Background: an optimization exercise with open tools, aiming at small area, a short achievable clock period and few clock cycles per item. Do not read the settings as production practice. At most, simulation tests tie the RTL to the original design; equivalence was not proved. Function not checked in run 2: the RTL went through the layout flow alone.

## flow/design.v (module list and top-level ports; edited modules follow where they fit)
// module filter: 1205 lines
// module filter_fa: 4 lines
// module filter_ha: 4 lines
module filter
	#(parameter DWIDTH = 16)
	(input clk,
		input rst,
		output req_in,
		input ack_in,
		input [0:DWIDTH-1] data_in,
		output req_out,
		input ack_out,
		output [0:DWIDTH-1] data_out);
  // ...
==> flow/flow/run.sh <==
#!/bin/bash
# The standard layout (standard.sh: the standard flow's synthesis and ORFS flow with the
# settings of config.mk), with repair_timing asked for more setup slack than
# config.mk's SETUP_SLACK_MARGIN may ask for. The make output goes to
# standard_flow.log; ORFS's own logs stay under orfs/logs.
set -euo pipefail
MARGIN=$(cat flow/margin)
bash standard.sh SETUP_SLACK_MARGIN=$MARGIN finish > standard_flow.log 2>&1
==> flow/flow/margin <==
7
==> flow/standard.sh <==
#!/bin/bash
# synth_recipe.tcl (not shown) runs the flow's synth.tcl, then flattens the netlist and writes it again
# the make line also repeats each setting of config.mk as NAME=value (left out here)
make -C /OpenROAD-flow-scripts/flow DESIGN_CONFIG=/design/flow/config.mk WORK_HOME=/design/flow/orfs CLKGATE_MAP_FILE= SYNTH_SCRIPT=/design/flow/synth_recipe.tcl "${@:-finish}"
==> flow/config.mk <==
export PLATFORM = sky130hd
export DESIGN_NAME = filter
export DESIGN_NICKNAME = filter
export VERILOG_FILES = /design/flow/design.v
export SDC_FILE = /design/flow/constraint.sdc
export NUM_CORES = 4
export LEC_CHECK = 0
export CAP_MARGIN = 20
export CORE_MARGIN = 2
export CORE_UTILIZATION = 40
export SLEW_MARGIN = 20
export SYNTH_HIERARCHICAL = 1
export SYNTH_MEMORY_MAX_BITS = 16384
export SYNTH_MINIMUM_KEEP_SIZE = 0
==> flow/constraint.sdc <==
create_clock -name core_clock -period 11.0 [get_ports {clk}]
set_input_delay 2.2000 -clock core_clock [delete_from_list [all_inputs] [get_ports {clk}]]
set_output_delay 2.2000 -clock core_clock [all_outputs]
set_load 0.01 [all_outputs]
==> qor.csv, run 1 <==
stage,metric,value,unit
outcome,outcome,timing/DRC/antenna clean,
global_route,initial antenna violation count,2,
logic_synthesis,"EDFF count, synth",152,
global_route,gr busiest metal,met2,
timing,Tightest Pin Transition,1.03,ns
global_route,vias in the first global route,21760,
floorplanning,# Taps,855,
detailed_routing,post-DR wirelength/cell,24.2,microns
min_path,Min-Delay Path Depth,2,
floorplanning,Die X,258,microns
detailed_routing,post-route ant nets,0,
final_layout,clkbuf count,49,
clock_tree,clock sinks,258,
timing,minimum clock period,4.26,ns
critical_path,slack of the worst reg-to-reg path,6.74,ns
logic_synthesis,largest family of logic cells by synthesized area,adder cells,
critical_path,critical path's most frequent cell,fa_2,
final_layout,Multi-input gate area,17900,sq um
critical_path,Critical Path End Type,register,
min_path,Worst Hold End,out[2],
timing,Hold Slack,0.454,ns
global_route,largest net degree at the start of global routing,93,
logic_synthesis,Post-Synthesis Mean Instance Area,9.19,sq um
floorplanning,Initial Util,40.2,%
global_route,met1 usage,34.3,%
critical_path,Startpoint Class,register,
detailed_routing,number of vias per cell,6.13,
critical_path,depth of the worst register-to-register path,11,
logic_synthesis,Synth Flop Type,edfxtp_1,
clock_tree,H-tree levels,1,
global_route,GRT Overall Usage,25.6,%
logic_synthesis,post-synth top area share,18.6,%
Testbench counts, summed over its fixed seeds: cycles 64,000, items 32,000.
==> inputs of run 2 (changes only) <==
--- a/flow/design.v
+++ b/flow/design.v
@@ -354,17 +354,17 @@
 				booth[3*k+1] = (b[2*k+2] & ~b[2*k+1] & ~b[2*k]) | (~b[2*k+2] & b[2*k+1] & b[2*k]);
 				booth[3*k+2] = b[2*k+2];
 			end
 		end
 	endfunction
 	reg ph;                  
 	reg first;               
 	reg [7:0] l;             
-	reg [7:0] a1_n, a2_n;    
+	reg [7:0] a1, a2_n;      
 	reg rst_r;               
 	reg sht;                 
 	reg [21-1:0] e1;
 	reg [24-1:0] e2;
 	reg [15:0] r0, r1, r2, r3;
 	reg [30:0] cs_s, cs_c;
 	reg [30:0] acc;
 	reg [15:0] din;          
@@ -376,17 +376,17 @@
 	assign req_in = rqi;
 	assign req_out = rqo;
 	assign data_out = out;
 	wire en = ~(ph ? (occ & ~first) : (sht & ~dv));
 	wire load = en & ph & ~first;
 	wire shift = en & ~ph & sht;
 	wire [7:0] l_next = (l < 8'd13) ? l + 8'd147 : l - 8'd13;
 	wire [7:0] a_next = ph ? l_next : 8'd160 - l;
-	wire [13:0] c1 = rom1(~a1_n);
+	wire [13:0] c1 = rom1(a1);
 	wire [23:0] e1n = booth({c1[13], c1[13], c1});
 	wire [23:0] e2n = booth(rom2(~a2_n));
 	wire [15:0] xa = r0;
 	wire [15:0] xb = r1;
 	wire [30:0] ts, tc;
 	wire p0 = (e1[0] & xa[0]) ^ e1[2];
 	wire p1 = ((e1[0] & xa[1]) | (e1[1] & xa[0])) ^ e1[2];
 	wire p2 = ((e1[0] & xa[2]) | (e1[1] & xa[1])) ^ e1[2];
@@ -1167,29 +1167,29 @@
 			end
 			if (load)
 				out <= sum[30:15];
 		end
 		if (rst) begin
 			ph <= 1'b0;
 			first <= 1'b1;
 			l <= 8'd0;
-			a1_n <= 8'hff;
+			a1 <= 8'd0;
 			a2_n <= 8'hff;
 			sht <= 1'b0;
 			dv <= 1'b0;
 			rqi <= 1'b0;
 			rqi_n <= 1'b1;
 			rqo <= 1'b0;
 			rqo_n <= 1'b1;
 			occ <= 1'b1;
 		end else begin
 			if (en) begin
 				ph <= ~ph;
-				a1_n <= ~a_next;
+				a1 <= a_next;
 				a2_n <= ~a_next;
 				if (ph) begin
 					first <= 1'b0;
 					sht <= (l >= 8'd13);
 					l <= l_next;
 				end
 			end
 			if (~rqi_n & ack_in)
==> flow/run.sh (new file) <==
#!/bin/bash
# synth_recipe.tcl (not shown) runs the flow's synth.tcl, then flattens the netlist and writes it again
# the make line also repeats each setting of config.mk as NAME=value (left out here)
make -C /OpenROAD-flow-scripts/flow DESIGN_CONFIG=/design/flow/config.mk WORK_HOME=/design/flow/orfs CLKGATE_MAP_FILE= SYNTH_SCRIPT=/design/flow/synth_recipe.tcl finish
==> flow/config.mk (replaced) <==
export PLATFORM = sky130hd
export DESIGN_NAME = filter
export DESIGN_NICKNAME = filter
export VERILOG_FILES = /design/flow/design.v
export SDC_FILE = /design/flow/constraint.sdc
export NUM_CORES = 4
export LEC_CHECK = 0
export CAP_MARGIN = 20
export CORE_MARGIN = 2
export CORE_UTILIZATION = 40
export SETUP_SLACK_MARGIN = 5
export SLEW_MARGIN = 20
export SYNTH_HIERARCHICAL = 1
export SYNTH_MEMORY_MAX_BITS = 16384
export SYNTH_MINIMUM_KEEP_SIZE = 0
removed: flow/flow/run.sh
removed: flow/flow/margin
removed: flow/standard.sh
==> run 2 against run 1 <==
Compared with the run above:
- still clean on timing, DRC and antenna
- highest routed layer unchanged
- synthesized cell count up 9.5%
- clock skew fell by 0.020 ns
- maximum frequency shrank 27%
- first-iteration DRC count fell by 6.2%
==> qor.csv, run 2 <==
stage,metric,value,unit,change
timing,Tightest Pin Transition,1.12,ns,+0.0830 ns
floorplanning,Initial Util,40.3,%,about the same
logic_synthesis,proportion of synthesized area in mux cells,2.23,%,
critical_path,family with the most delay on the worst path,simple AND/OR/NAND/NOR gates,,
clock_tree,Worst-path clk slew,0.06,ns,
critical_path,max incr delay on CP,0.61,ns,
clock_tree,Post-CTS Hold Buffers,0,,
critical_path,crit-path cells,"clkdlybuf4s50_1, buf_4, a31o_2, nor3_2, buf_4, inv_1, ha_1, nor2_1, o21ai_0, a221o_1, a21o_1, or4_1",,
critical_path,"Req. time, crit path",11.43,ns,
logic_synthesis,post-synth top area share,17.4,%,-1.2 points
detailed_routing,number of vias per cell,6.17,,+0.64%
timing,Hold Slack,0.454,ns,-0.000589 ns
logic_synthesis,Synth Area in Simple Gates,11.9,%,
global_route,first-pass GRT wire length,131000,microns,
logic_synthesis,sequential fraction of the synthesis area,25.8,%,
critical_path,CP arrival,6.27,ns,
floorplanning,Die X,266,microns,+3.3%
logic_synthesis,Synth Register Bits,279,,
critical_path,worst setup path category,input pin to register,,
logic_synthesis,"EDFF count, synth",152,,unchanged
logic_synthesis,post-synthesis xor/xnor area fraction,9.16,%,
critical_path,CP Capture Point,c1[6],,
global_route,GRT Overall Usage,23.2,%,-2.3 points
detailed_routing,post-DR wirelength/cell,22.3,microns,-7.9%
critical_path,worst-path fanout max,51,,
timing,final hold violation count,0,,
final_layout,Top Registers,"acc x31, cs_c x31, cs_s x31",,
timing,Pins Over Slew Limit,0,,
logic_synthesis,most common cell in the netlist,nand2_1,,
logic_synthesis,Synth Area in Adders,21.8,%,
min_path,Hold Crit Start,c1[12],,
min_path,worst hold path class,register to register,,
critical_path,Levels on crit path,12,,
logic_synthesis,Compound-Gate Fraction of Synth Area,22.2,%,
logic_synthesis,Post-synth top cells,"nand2_1, xnor2_1, clkbuf_1",,
critical_path,slack of the worst reg-to-reg path,5.87,ns,-0.87 ns
logic_synthesis,ranking of synthesized cells by area,"fa_1, edfxtp_1, dfxtp_1",,
critical_path,crit path buf inv count,4,,
place,HPWL Detailed,59300,microns,
timing,minimum clock period,5.84,ns,+1.58 ns
detailed_routing,"wirelength, routed",84200,microns,
logic_synthesis,largest family of logic cells by synthesized area,compound AO/OA/AOI/OAI gates,,
timing,final worst slack,5.16,ns,
global_route,final global-route overflow total,0,,
timing,RSZ-0062 raised after global routing,no,,
timing,period utilisation layout,53.1,%,
clock_tree,worst-case clock buffer depth,3,,
final_layout,most frequent cells in the layout,"nand2_1, xnor2_1, fa_1",,
critical_path,critical path's most frequent cell,buf_4,,
place,dpl cell area,28100,sq um,
detailed_routing,post-route ant nets,0,,unchanged
detailed_routing,drc violations,0,,
floorplanning,die height,266,microns,
place,gp weighted congestion,0.963,,
global_route,largest net degree at the start of global routing,95,,+2.2%
clock_tree,CTS tree,built,,
place,placed cells,3712,,
floorplanning,cell row count,96,,
clock_tree,post-CTS sizing,0,,
logic_synthesis,Post-Synthesis Mean Instance Area,8.97,sq um,-2.5%
critical_path,Worst setup startpoint,rst,,
place,PortBufs,37,,
detailed_routing,DRT iter0 DRCs,2355,,
critical_path,worst r2r dst,out[14],,
final_layout,Final Instance Area,29300,sq um,
critical_path,depth of the worst register-to-register path,14,,+3
detailed_routing,DR pass1 iterations,6,,
logic_synthesis,Synth Flop Type,edfxtp_1,,
timing,final setup violation count,0,,
clock_tree,Post-CTS Setup Bufs,0,,
final_layout,"commonest non-fill, non-tap cell in the layout",nand2_1,,
clock_tree,Clock Root Buffer,clkbuf_16,,
critical_path,Worst path slowest cell,nor2_1,,
global_route,initial antenna violation count,0,,-2
final_layout,nets,3224,,
clock_tree,worst-skew pair later-pin latency,0.56,ns,
place,dpl ws,4.76,ns,
logic_synthesis,synthesis warning total,7,,
final_layout,Layout Cells excl Fill,3779,,
final_layout,number of diodes,0,,
timing,fmax,171,MHz,
logic_synthesis,Synth area leader,fa_1,,
logic_synthesis,Mapped Area,27500,sq um,
outcome,outcome,timing/DRC/antenna clean,,
logic_synthesis,Yosys cell types,95,,
timing,TNS Setup,0,ns,
timing,final setup skew,0.0298,ns,
floorplanning,num ports,38,,
timing,Slew headroom,25.5,%,
job,max-cap violations,0,,
clock_tree,clock sinks,279,,+8.1%
logic_synthesis,Syn Inst Count,3069,,
critical_path,Reg2Reg Launch Point,ph,,
detailed_routing,DR vias,23313,,
floorplanning,Die ar.,70900,sq um,
critical_path,Critical Path End Type,register,,
final_layout,share of cells above drive strength 1,5.18,%,
logic_synthesis,Synth Net Count,3424,,
logic_synthesis,ys async rst share,0,%,
critical_path,Startpoint Class,input pin,,
floorplanning,Core Footprint,68300,sq um,
final_layout,Area Growth Syn to Fin,6.33,%,
global_route,vias in the first global route,22976,,+5.6%
clock_tree,H-tree levels,2,,+1
clock_tree,TritonCTS Buffers,36,,
[run 2: cell types whose count changed after synthesis, sizes merged, moves of 11 or more]
cell,change
nand2,+99
a21oi,+51
nor2,-47
o21ai,+43
a221oi,-26
dfxtp,+21
ha,+17
a211oi,+16
clkbuf,+15
a22o,-12
nand3,+12
buf,+11
[run 2: cell families (layout without fill, tap and decap cells)]
| logic type | Yosys count | in the layout |
|---|---|---|
| buf+inv | 480 | 308 |
| fa+ha+maj | 337 | 337 |
| other cells | 1 | 1 |
| mux | 51 | 51 |
| flops | 279 | 279 |
| xor+xnor | 287 | 287 |
| simple gates | 721 | 721 |
| compound gates | 913 | 913 |
[run 2: layout make-up]
class / instances / area, sq um
Clock buffer: 47 / 995
Timing Repair Buffer: 80 / 701
Clock inverter: 19 / 191
Sequential cell: 279 / 7120
Fill cell: 6559 / 39100
Inverter: 162 / 618
Multi-Input combinational cell: 2310 / 18500
Tap cell: 882 / 1100
[run 2: Yosys stat by module, one instance, submodules excluded]
module     cells  cell area [sq um]  copies in the design
filter      2838              23100                     1
filter_fa      1               20.0                   208
filter_ha      1               12.5                    23
[run 2: through the flow]
stage          utilization, %
5_1_grt                  42.8
2_1_floorplan               -
4_1_cts                  42.8
3_5_place_dp             41.0
6_report                 42.8
3_3_place_gp             41.0
[run 2: worst min path at each step]
stage                   to  slack [ns]  cells past startpoint
CTS                 e1[20]        0.46                      0
global placement    e1[20]        0.44                      0
global route        e1[20]        0.46                      0
floorplan            e1[0]        0.41                      0
detailed placement  e1[20]        0.44                      0
finish              e1[20]        0.45                      0
[run 2: per-layer routing]
layer / track usage, % / wire length (microns)
met5: 0 / 0
met4: 10.4 / 3540
met2: 38.4 / 40400
met3: 3.07 / 5240
met1: 30.4 / 35000

-- afterwards: timing with drivers on the ports --
In the flow no input, the clock included, has a driving cell. The finished layouts below were timed again as built, in two steps. Step 1 assumes that a clkbuf_16 drives the clock port and a buf_2 every other input. Step 2 also shifts input and output timing later by t, the mid clock arrival at the registers, as if the neighbouring blocks saw the same clock. a / b / c = ideal / step 1 / step 2; a / b = the first two.
run | shift t [ns] | setup slack, ns | pins driven straight from the clock port
run 1 | 0.653 | 6.744 / 6.744 / 6.744 | 1
run 2 | 0.609 | 5.162 / 5.202 / 4.592 | 1
After both steps setup and hold are still met in every run listed. The setup slack of run 2, which loses most, moves by +0.040 ns with the drivers and by -0.570 ns with both steps.
